This is an optimization exercise on Yosys and OpenROAD, whose aim is small area, not a production implementation.
In this exercise RTL edits were held to simulation tests only and were not proved equivalent to the original.
No activity file was given, so power comes from the tool's default toggle rates.

== the baseline ==
Design midside_axis_wrapper, start of the top module:
module midside_axis_wrapper #
(
    parameter integer C_S_AXI_DATA_WIDTH = 32,
    parameter integer C_S_AXI_ADDR_WIDTH = 4,
    parameter integer C_AXIS_DATA_WIDTH  = 32
)
(
    input  wire aclk,
    input  wire aresetn,
    input  wire [C_S_AXI_ADDR_WIDTH-1:0]  s_axi_awaddr,
    input  wire [2:0]                     s_axi_awprot,
    input  wire                           s_axi_awvalid,
    output wire                           s_axi_awready,
    input  wire [C_S_AXI_DATA_WIDTH-1:0]  s_axi_wdata,
    input  wire [(C_S_AXI_DATA_WIDTH/8)-1:0] s_axi_wstrb,
    input  wire                           s_axi_wvalid,
    output wire                           s_axi_wready,
    output wire [1:0]                     s_axi_bresp,
    output wire                           s_axi_bvalid,
    input  wire                           s_axi_bready,
    input  wire [C_S_AXI_ADDR_WIDTH-1:0]  s_axi_araddr,
    input  wire [2:0]                     s_axi_arprot,
    input  wire                           s_axi_arvalid,
    output wire                           s_axi_arready,
    output wire [C_S_AXI_DATA_WIDTH-1:0]  s_axi_rdata,
    output wire [1:0]                     s_axi_rresp,
    output wire                           s_axi_rvalid,
    input  wire                           s_axi_rready,
    input  wire [C_AXIS_DATA_WIDTH-1:0] s_axis_tdata,
    input  wire                         s_axis_tvalid,
    output wire                         s_axis_tready,
    input  wire                         s_axis_tlast,
    output wire [C_AXIS_DATA_WIDTH-1:0] m_axis_tdata,
    output wire                         m_axis_tvalid,
    input  wire                         m_axis_tready,
    output wire                         m_axis_tlast
);
Settings: LEC_CHECK=0, CAP_MARGIN=20, CORE_MARGIN=2, CORE_UTILIZATION=40, SLEW_MARGIN=20; clock period 5.0 ns.
standard.sh (not shown) runs the stock make flow with config.mk's settings and CLKGATE_MAP_FILE= SYNTH_SCRIPT=/design/flow/synth_recipe.tcl, a recipe that flattens the netlist after the stock synthesis.
==> flow/flow/run.sh <==
#!/bin/bash
set -euo pipefail
bash standard.sh \
  "BUFFER_PORTS_ARGS=-buffer_cell sky130_fd_sc_hd__buf_1" \
  "CTS_ARGS=-sink_clustering_enable -repair_clock_nets -dont_use_dummy_load -buf_list sky130_fd_sc_hd__clkbuf_4 sky130_fd_sc_hd__clkbuf_8" \
  finish > flow_make.log 2>&1
4_1_cts: the baseline exited with error
For the candidate, these inputs were changed with respect to the baseline:
==> flow/flow/run.sh <==
#!/bin/bash
set -euo pipefail
bash standard.sh \
  "BUFFER_PORTS_ARGS=-buffer_cell sky130_fd_sc_hd__buf_1" \
  "CTS_ARGS=-sink_clustering_enable -repair_clock_nets -dont_use_dummy_load -buf_list {sky130_fd_sc_hd__clkbuf_4 sky130_fd_sc_hd__clkbuf_8}" \
  finish > flow_make.log 2>&1
Findings:
The candidate | status: complete | timing, DRC, antenna: pass
Per the comparison of the candidate with the baseline, area after synthesis ~0 delta, mean post-synth cell area was more or less identical, effective utilization at floorplan ~0 delta.
Post-synthesis sequential area ratio came out exactly the same in the baseline and the candidate.
As far as area share of and/or/nand/nor cells after synthesis goes, the baseline and the candidate are indistinguishable; the numbers are identical.
The baseline -> the candidate: share of synthesized flip-flops with an asynchronous set or reset delta 0, exact match

========
== willow ==
midside_axis_wrapper, a different RTL version from the one above (not shown whole).
Size: about 500 cells after synthesis, roughly 170 flip-flops, ~170 I/O pins.
clock: 5.0 ns
lec_check: 0
cap_margin: 20
core_margin: 2
core_utilization: 70
slew_margin: 20
synth_hierarchical: 1
==> flow/flow/run.sh <==
#!/bin/bash
set -euo pipefail
bash standard.sh \
  "BUFFER_PORTS_ARGS=-buffer_cell sky130_fd_sc_hd__buf_1" \
  "CTS_ARGS=-sink_clustering_enable -repair_clock_nets -dont_use_dummy_load -buf_list {sky130_fd_sc_hd__clkbuf_4 sky130_fd_sc_hd__clkbuf_8}" \
  finish > flow_make.log 2>&1
willow: no failed stages, no open violations at the end
What xenon does differently from willow at the input level:
==> flow/flow/run.sh <==
#!/bin/bash
set -euo pipefail
bash standard.sh \
  "BUFFER_PORTS_ARGS=-buffer_cell sky130_fd_sc_hd__buf_1" \
  "CTS_ARGS=-sink_clustering_enable -repair_clock_nets -dont_use_dummy_load -sink_clustering_size 30 -sink_clustering_max_diameter 100 -buf_list {sky130_fd_sc_hd__clkbuf_16}" \
  finish > flow_make.log 2>&1
--- a/flow/config.mk
+++ b/flow/config.mk
@@ -8,5 +8,5 @@
 export CAP_MARGIN = 20
 export CORE_MARGIN = 2
-export CORE_UTILIZATION = 70
+export CORE_UTILIZATION = 40
 export SLEW_MARGIN = 20
 export SYNTH_HIERARCHICAL = 1
[summary]
On maximum fanout along the worst path: xenon sits below willow. Utilization willow -> xenon: down. Cell count: xenon higher than willow. | switching power | xenon vs willow | worse |. Combined global-route utilization of all metal layers for xenon: 11 points down relative to willow.
> inputs changed (xenon -> nickel)
==> flow/flow/run.sh <==
#!/bin/bash
set -euo pipefail
bash standard.sh \
  "BUFFER_PORTS_ARGS=-buffer_cell sky130_fd_sc_hd__buf_1" \
  "CTS_ARGS=-sink_clustering_enable -repair_clock_nets -dont_use_dummy_load -buf_list {sky130_fd_sc_hd__clkbuf_4 sky130_fd_sc_hd__clkbuf_8}" \
  finish > flow_make.log 2>&1
Results
- The final reports for nickel and xenon show violation count after the first detailed-routing iteration higher in the former.
- Between nickel and xenon, it is nickel whose number of filler instances in the final layout is higher, by 18.
- On ratio of cells with drive above 1 in the final layout, nickel and xenon are neck and neck.
- Internal power summed over all cells came out lower on nickel than on xenon.
- There was hardly any difference in maximum frequency between xenon and nickel.
- Post-layout worst setup margin: nickel and xenon compared, higher one is xenon
- Per the comparison of nickel with xenon, final design area excluding fillers lower; average footprint of a synthesized cell roughly the same; sequential share of layout area higher.
- Count of vias placed by the detailed router, nickel and xenon, higher one = nickel.

## re-timing with driven ports
The results above use ideal ports. As a check the final layouts listed here were re-extracted and re-timed, cells and wires unchanged. Step 1 (the two cells are an assumption about what drives the block):
set clk [get_ports {aclk}]
set_driving_cell -lib_cell sky130_fd_sc_hd__clkbuf_16 $clk
set_driving_cell -lib_cell sky130_fd_sc_hd__buf_2 [delete_from_list [all_inputs] $clk]
Step 2 adds t to the input delays and takes it off the output delays; t is the mean of the earliest and latest rising clock arrival at the registers after step 1. Input paths then give back, and output paths get back, about the clock's delay inside the block. a / b / c = no drivers / after step 1 / after step 2; a / b = the first two.
run	shift t [ns]	slack for setup (ns)	worst setup path after step 2	worst register clock-pin slew, ns	worst slew at a driven data input, ns
the candidate	0.490	1.000 / 1.000 / 1.000	register to register	0.11 / 0.11	0.06
willow	0.478	0.137 / 0.137 / 0.137	register to register	0.09 / 0.09	0.06
xenon	0.452	0.161 / 0.161 / 0.161	register to register	0.07 / 0.07	0.07
nickel	0.471	0.149 / 0.149 / 0.149	register to register	0.09 / 0.09	0.07
After both steps every run listed still meets setup and hold.
